From an optimization exercise on the open Yosys and OpenROAD flow, aimed at small area; shortcuts taken in it are not production practice.
The RTL was checked by simulation tests, not by an equivalence proof against the original design.
No activity file was given, so power comes from the tool's default toggle rates.

## game_vga
module game_vga(
	clk,
	reset,
	board1,board2,
	p1_win,p2_win,draw,
	end_of_active_frame,
	end_of_frame,divcntr,
	vga_blank,
	vga_c_sync,
	vga_h_sync,
	vga_v_sync,
	vga_data_enable,
	vga_red,
	vga_green,
	vga_blue
);
For scale: roughly 55 I/O pins, ~13000 µm² of cells after synthesis.
Settings: LEC_CHECK=0, CAP_MARGIN=20, CORE_MARGIN=2, CORE_UTILIZATION=40, SLEW_MARGIN=20; clock period 10.0 ns.
run.sh (not shown) runs the stock make flow with config.mk's settings and CLKGATE_MAP_FILE= SYNTH_SCRIPT=/design/flow/synth_recipe.tcl, a recipe that flattens the netlist after the stock synthesis.
Rerun with:
CORE_UTILIZATION = 70   (was 40)
The new run passed the timing, DRC and antenna checks.
Count of clock-buffer cells in the layout goes up by 2.
Non-clock buffer count goes down by 1.
Wire length goes down by 9.4%.
Power goes down by 8.8%.
Via count goes up by 1.2%.
Synthesized area is unchanged.
Setup slack gains 0.10 ns.
Synthesized cell count is unchanged.
Maximum frequency goes up by 1.7%.
Global-route usage goes up by 12 points.
Flip-flop and latch count is unchanged.
Rerun with:
CAP_MARGIN = 0   (was 20)
CTS_BUF_LIST = sky130_fd_sc_hd__clkbuf_8   (was default)
CTS_CLUSTER_SIZE = 30   (was default)
SLEW_MARGIN = 0   (was 20)
Result:
- worst setup slack improved by 0.011 ns
- utilization is about the same
- routed wire length is lower by 0.46%
- power is lower by 0.94%
- clock-buffer cell count is higher by 9
- first-iteration DRC count hardly moves
- non-clock buffer count stays the same
- area after synthesis is unchanged
- die area is unchanged
- final area barely changes
Rerun with:
CTS_BUF_LIST = sky130_fd_sc_hd__clkbuf_4   (was sky130_fd_sc_hd__clkbuf_8)
CTS_CLUSTER_SIZE = default   (was 30)
Outcome: Utilization came out higher by 0.18 points. Total power fell by 0.88%. Cell count rose by 3.2%. Worst setup slack loses 0.064 ns. Routed wire length went down by 0.48%.

---

## violet
The RTL this note starts from:
==> flow/design.v <==
module game_vga(
	clk,
	reset,
	board1,board2,
	p1_win,p2_win,draw,
	end_of_active_frame,
	end_of_frame,divcntr,
	vga_blank,
	vga_c_sync,
	vga_h_sync,
	vga_v_sync,
	vga_data_enable,
	vga_red,
	vga_green,
	vga_blue
);
input			clk;
input			reset;
input	[9:1]	board1,board2;
input			p1_win,p2_win,draw;
output			divcntr;
output			end_of_active_frame;
output			end_of_frame;
output			vga_blank;
output			vga_c_sync;
output			vga_h_sync;
output			vga_v_sync;
output			vga_data_enable;
output	[7:0]	vga_red;
output	[7:0]	vga_green;
output	[7:0]	vga_blue;
wire [9:0] px, ln;
wire dv;
vga_timing tim(.clk(clk), .reset(reset), .px(px), .ln(ln), .dv(dv),
	.end_of_active_frame(end_of_active_frame), .end_of_frame(end_of_frame),
	.vga_blank(vga_blank), .vga_c_sync(vga_c_sync), .vga_h_sync(vga_h_sync),
	.vga_v_sync(vga_v_sync), .vga_data_enable(vga_data_enable));
assign divcntr = dv;
wire act_h = px < 10'd640;
wire act_v = ln < 10'd480;
wire col0 = px < 10'd212;
wire col2 = px >= 10'd429;
wire row0 = ln < 10'd160;
wire row2 = ln >= 10'd320;
wire col1 = ~col0 & ~col2;
wire row1 = ~row0 & ~row2;
wire [9:1] cs = {row2 & col2, row2 & col1, row2 & col0, row1 & col2, row1 & col1, row1 & col0,
                   row0 & col2, row0 & col1, row0 & col0};
wire pic_h = (px >= 10'd61 && px <= 10'd110) | (px >= 10'd301 && px <= 10'd350) | (px >= 10'd551 && px <= 10'd600);
wire pic_v = (ln >= 10'd41 && ln <= 10'd90) | (ln >= 10'd221 && ln <= 10'd270) | (ln >= 10'd381 && ln <= 10'd430);
wire in_pic = pic_h & pic_v;
wire sep_h = (px >= 10'd211 && px <= 10'd216) | (px >= 10'd424 && px <= 10'd429);
wire sep_v = (ln >= 10'd158 && ln <= 10'd163) | (ln >= 10'd318 && ln <= 10'd323);
wire grid = (px >= 10'd211 && px <= 10'd215) | (px >= 10'd424 && px <= 10'd428) |
            (ln >= 10'd158 && ln <= 10'd162) | (ln >= 10'd318 && ln <= 10'd322);
wire px0 = px == 10'd0;
wire ln0 = ln == 10'd0;
wire in1 = ~sep_h & ~sep_v & ~(px0 & ~row0);
wire in2 = ~sep_v & (~sep_h | (px == 10'd429 & row2)) & ~(px0 & ~row0) & ~ln0;
wire b1 = |(board1 & cs);
wire b2 = |(board2 & cs);
wire b2any = |board2;
wire p1 = p1_win & b2any;
wire p2 = p2_win & ~p1_win & b2any;
wire [9:1] enx = {9{dv & in_pic}} & cs & (board1 | {4'b0, p1, 4'b0});
wire [9:1] eno = {9{dv & in_pic}} & cs & (board2 | {4'b0, p2, 4'b0});
wire bitx, bito;
x_counters xc_i(.clk(clk), .reset(reset), .sel(cs), .en(enx), .bit_out(bitx));
o_counters oc_i(.clk(clk), .reset(reset), .sel(cs), .en(eno), .bit_out(bito));
reg cw, cg;
always @(posedge clk) begin
	if (reset) begin
		cw <= 1'b0;
		cg <= 1'b0;
	end else if (dv) begin
		if (!(act_h & act_v)) begin
			cw <= 1'b0;
			cg <= 1'b0;
		end else if (b2any & (p1_win | p2_win | draw)) begin
			cw <= p1_win ? (cs[5] & in_pic & bitx) : p2_win ? (cs[5] & in_pic & bito) : 1'b1;
			cg <= 1'b1;
		end else if (b2 & in2) begin
			cw <= in_pic & bito;
			cg <= 1'b1;
		end else if (b1 & in1) begin
			cw <= in_pic & bitx;
			cg <= 1'b1;
		end else begin
			cw <= grid;
			cg <= grid;
		end
	end
end
wire [7:0] col = {cw, cw, cw, cg, cg, cw, cw, cg};
assign vga_red   = col;
assign vga_green = col;
assign vga_blue  = col;
endmodule
module vga_timing(
	input clk, input reset,
	output [9:0] px, output reg [9:0] ln, output dv,
	output end_of_active_frame, output end_of_frame,
	output vga_blank, output vga_c_sync, output vga_h_sync, output vga_v_sync,
	output vga_data_enable
);
reg [10:0] h;
reg pr;		 
wire h_last  = h[10] & h[9] & (&h[5:0]);
wire ln_last = ln[9] & ln[3] & ln[2];
always @(posedge clk) begin
	if (reset)
		h <= 11'd1561;
	else
		h <= h_last ? 11'd0 : h + 11'd1;
	if (reset | h_last)
		ln <= reset ? 10'd524 : ln_last ? 10'd0 : ln + 10'd1;
	pr <= reset | (pr & h[0]);
end
assign px = h[10:1];
assign dv = ~h[0];
assign end_of_frame        = ln_last & (h[10:1] == 10'd799);
assign end_of_active_frame = (ln == 10'd479) & (h[10:1] == 10'd639);
wire hs = h >= 11'd1313 && h <= 11'd1504;
wire vs = (h == 11'd0) ? (ln >= 10'd491 && ln <= 10'd492) : (ln >= 10'd490 && ln <= 10'd491);
wire den = (ln < 10'd480) & (h >= 11'd1) & (h <= 11'd1280);
assign vga_h_sync = ~hs;
assign vga_v_sync = ~vs;
assign vga_c_sync = ~(hs ^ vs);
assign vga_data_enable = den;
assign vga_blank = den | pr;
endmodule
module x_counters(
	input clk, input reset, input [9:1] sel, input [9:1] en, output bit_out
);
reg [11:0] q [1:9];
reg [11:0] s;
integer i;
always @* begin
	s = 12'd0;
	for (i = 1; i <= 9; i = i + 1)
		s = s | (q[i] & {12{sel[i]}});
end
wire [5:0] sr = s[11:6];
wire [5:0] sc = s[5:0];
wire rl = sr[5] & sr[4] & sr[0];	 
wire cl = sc[5] & sc[4] & sc[0];
wire [6:0] d = {1'b0, sc} - {1'b0, sr};
wire [6:0] t = {1'b0, sc} + {1'b0, sr};
assign bit_out = rl ? ((sc == 6'd1) | (sc == 6'd48)) :
	((sr != 6'd0) & (sc != 6'd0) & ((d <= 7'd2) | (t >= 7'd48 && t <= 7'd50)));
wire [5:0] nc = cl ? 6'd0 : sc + 6'd1;
wire [5:0] nr = cl ? (rl ? 6'd0 : sr + 6'd1) : sr;
wire [11:0] nq = reset ? {6'd49, 6'd49} : {nr, nc};
genvar k;
generate
for (k = 1; k <= 9; k = k + 1) begin : cnt
	always @(posedge clk)
		if (reset | en[k]) q[k] <= nq;
end
endgenerate
endmodule
module o_counters(
	input clk, input reset, input [9:1] sel, input [9:1] en, output bit_out
);
reg [11:0] q [1:9];
reg [11:0] s;
integer i;
always @* begin
	s = 12'd0;
	for (i = 1; i <= 9; i = i + 1)
		s = s | (q[i] & {12{sel[i]}});
end
wire [5:0] sr = s[11:6];
wire [5:0] sc = s[5:0];
function oring(input [4:0] a, input [4:0] b);
	begin
		case (a)
		5'd0, 5'd1, 5'd2, 5'd3, 5'd4, 5'd5: oring = b >= 15 && b <= 17;
		5'd6, 5'd7:  oring = b >= 14 && b <= 16;
		5'd8:  oring = b >= 13 && b <= 16;
		5'd9:  oring = b >= 13 && b <= 15;
		5'd10: oring = b >= 12 && b <= 14;
		5'd11: oring = b >= 11 && b <= 14;
		5'd12: oring = b >= 10 && b <= 13;
		5'd13: oring = b >= 8 && b <= 12;
		5'd14: oring = b >= 6 && b <= 11;
		5'd15: oring = b <= 9;
		5'd16: oring = b <= 8;
		5'd17: oring = b <= 5;
		default: oring = 1'b0;
		endcase
	end
endfunction
wire rl = ~sr[5] & sr[4] & sr[3] & sr[0];	 
wire cl = ~sc[5] & sc[4] & sc[3] & sc[0];
assign bit_out = oring(sr[4:0], sc[4:0]) | (rl & ~sc[5] & sc[4] & sc[3] & ~sc[0]);
function [5:0] fstep(input [5:0] v);
	reg [4:0] y, t;
	integer j;
	begin
		y = v[4:0] ^ {5{v[5]}};
		t[0] = 1'b1;
		for (j = 1; j < 5; j = j + 1) t[j] = t[j-1] & y[j-1];
		if (v[5])
			fstep = (v[4:1] == 4'd0) ? 6'd0 : {1'b1, v[4:0] ^ t};
		else
			fstep = (v[4] & v[3] & v[0]) ? {1'b1, 5'd24} : {1'b0, v[4:0] ^ t};
	end
endfunction
wire [5:0] nc = fstep(sc);
wire [5:0] nr = cl ? fstep(sr) : sr;
wire [11:0] nq = reset ? {6'd25, 6'd25} : {nr, nc};
genvar k;
generate
for (k = 1; k <= 9; k = k + 1) begin : cnt
	always @(posedge clk)
		if (reset | en[k]) q[k] <= nq;
end
endgenerate
endmodule
clock: 10.0 ns
lec_check: 0
cap_margin: 0
core_margin: 2
core_utilization: 70
cts_buf_list: sky130_fd_sc_hd__clkbuf_16
cts_cluster_diameter: 100
cts_cluster_size: 30
slew_margin: 0
violet finished all stages; the layout is clean.
Input changes introduced in yarrow (baseline for comparison: violet):
- clearing CTS_CLUSTER_SIZE, which used to be 30
- clearing CTS_BUF_LIST, which used to be sky130_fd_sc_hd__clkbuf_16
- clearing CTS_CLUSTER_DIAMETER, which used to be 100
- swapping 70 for 80 in CORE_UTILIZATION
==> flow/flow/run.sh (new file) <==
#!/bin/bash
# The standard layout with these changes:
#  - synthesis maps logic with an area-oriented ABC script (flow/area.abc);
#  - every port still gets a buffer, but the smallest buffer cell;
#  - clock tree synthesis uses larger sink clusters and no dummy loads.
# The make output goes to standard.log here; each ORFS step keeps its own
# log under orfs/logs.
set -euo pipefail
W=$PWD
export AREA_ABC_SCRIPT=$W/flow/area.abc
export FLOW_SYNTH_TCL=$W/synth_recipe.tcl
export BUFFER_PORTS_ARGS="-buffer_cell sky130_fd_sc_hd__buf_1"
export CTS_ARGS="-sink_clustering_enable -repair_clock_nets -sink_clustering_size 26 -sink_clustering_max_diameter 90 -buf_list sky130_fd_sc_hd__clkbuf_16 -dont_use_dummy_load"
sed "s#SYNTH_SCRIPT=[^ ]*#SYNTH_SCRIPT=$W/flow/synth_area.tcl#" standard.sh > std_area.sh
grep -q "SYNTH_SCRIPT=$W/flow/synth_area.tcl" std_area.sh
bash std_area.sh finish > standard.log 2>&1
==> flow/flow/area.abc (new file) <==
strash
dch -f
amap -m
&get -n
&st
&dch -f
&nf -R 1000
&put
topo
stime -c
==> flow/flow/synth_area.tcl (new file) <==
# The standard flow's synthesis script, with ABC's technology mapping run on an
# area-oriented script (flow/area.abc) in place of ORFS's speed script.
# Registers are mapped before ABC runs, so they are the same as the standard flow's.
proc abc {args} {
  set i [lsearch -exact $args -script]
  if { $i >= 0 } { lset args [expr {$i + 1}] $::env(AREA_ABC_SCRIPT) }
  yosys abc {*}$args
}
source $::env(FLOW_SYNTH_TCL)
==> flow/standard.sh (new file) <==
#!/bin/bash
# synth_recipe.tcl (not shown) runs the flow's synth.tcl, then flattens the netlist and writes it again
# the make line also repeats each setting of config.mk as NAME=value (left out here)
make -C /OpenROAD-flow-scripts/flow DESIGN_CONFIG=/design/flow/config.mk WORK_HOME=/design/flow/orfs CLKGATE_MAP_FILE= SYNTH_SCRIPT=/design/flow/synth_recipe.tcl "${@:-finish}"
removed: flow/run.sh
==> comparison <==
- On transition at the pin with the smallest max-transition slack, yarrow and violet are basically level.
- Looking at core occupancy in the finished layout, yarrow sits above violet.
- When the final numbers for yarrow and violet were put side by side, the area fraction in compound gates after synthesis turned out to be smaller in yarrow.
- yarrow vs violet, non-clock buffer count went down by about 4%.
- yarrow finished all stages; the layout is clean.
- yarrow against violet: signed area change from the synthesized netlist to the final layout has decreased; number of fillers in the final layout lost 471; total chip power saw a decrease.
- Delta (yarrow minus violet): total via count after detailed routing went up by 161, hold slack dropped 0.018 ns, final HPWL from detailed placement up about 6%, worst ir drop on vdd -about 8%.
Relative to yarrow, the following input files were edited for onyx:
- CORE_UTILIZATION now 60, was 80
### Flow results
- There was hardly any difference in area fraction of clock buffers and clock inverters between onyx and yarrow.
- Cell area | onyx vs yarrow | onyx larger
- Per the comparison of onyx with yarrow, met3 routed wirelength lower, clock power barely changed, number of multi-input combinational cells stayed essentially flat, part of the total power dissipated in combinational logic -1.1 points, total power lost 50 uW.
- onyx | status: complete | timing, DRC, antenna: pass
- Re via count normalized by instance count: onyx is 1.3 down on yarrow.
- yarrow leaves less setup margin than onyx.
#### Input delta (willow over onyx)
- putting CTS_CLUSTER_SIZE at 22 where nothing was set
- swapping 60 for 70 in CORE_UTILIZATION
- putting CTS_CLUSTER_DIAMETER at 100 where nothing was set
- putting CTS_BUF_LIST at sky130_fd_sc_hd__clkbuf_16 where nothing was set
==> flow/run.sh (new file) <==
#!/bin/bash
# synth_recipe.tcl (not shown) runs the flow's synth.tcl, then flattens the netlist and writes it again
# the make line also repeats each setting of config.mk as NAME=value (left out here)
make -C /OpenROAD-flow-scripts/flow DESIGN_CONFIG=/design/flow/config.mk WORK_HOME=/design/flow/orfs CLKGATE_MAP_FILE= SYNTH_SCRIPT=/design/flow/synth_recipe.tcl finish
removed: flow/flow/run.sh
removed: flow/flow/area.abc
removed: flow/flow/synth_area.tcl
removed: flow/standard.sh
==> comparison <==
- willow vs. onyx: shortest clock period the worst path allows after layout went down; slew at the pin closest to its max-slew limit went down; peak supply drop went down; amount of wire on met2 after detailed routing did not really move.
- Diff onyx..willow | layout sequential cell count | negligible
- In the metrics for onyx and willow, the one carrying the higher setup slack is willow.

afterwards: timing with drivers on the ports:
The results above use ideal ports. As a check the final layouts listed here were re-extracted and re-timed, cells and wires unchanged. Step 1 assumes that a clkbuf_16 drives the clock port and a buf_2 every other input. Step 2 also shifts input and output timing later by t, the mid clock arrival at the registers, as if the neighbouring blocks saw the same clock. Three values: no drivers, after step 1, after step 2; two values: the first two.
run | t, ns | slack for setup (ns) | hold WS [ns] | worst register clock-pin slew, ns | worst slew at a driven data input, ns
the first run of note 1 | 0.598 | 4.011 / 4.011 / 4.011 | 0.456 / 0.456 / 0.456 | 0.06 / 0.06 | 0.04
the second run of note 1 | 0.577 | 4.113 / 4.113 / 4.113 | 0.456 / 0.456 / 0.456 | 0.08 / 0.08 | 0.04
the third run of note 1 | 0.589 | 4.125 / 4.125 / 4.125 | 0.456 / 0.456 / 0.456 | 0.07 / 0.07 | 0.04
the fourth run of note 1 | 0.728 | 4.060 / 4.060 / 4.060 | 0.453 / 0.453 / 0.453 | 0.08 / 0.08 | 0.04
violet | 0.534 | 4.416 / 4.416 / 4.416 | 0.474 / 0.474 / 0.474 | 0.11 / 0.11 | 0.04
yarrow | 0.502 | 3.096 / 3.096 / 3.096 | 0.456 / 0.456 / 0.456 | 0.11 / 0.11 | 0.04
onyx | 0.502 | 3.961 / 3.961 / 3.961 | 0.468 / 0.468 / 0.468 | 0.10 / 0.10 | 0.03
willow | 0.531 | 4.386 / 4.386 / 4.386 | 0.467 / 0.467 / 0.467 | 0.10 / 0.10 | 0.04
After both steps setup and hold are still met in every run listed.
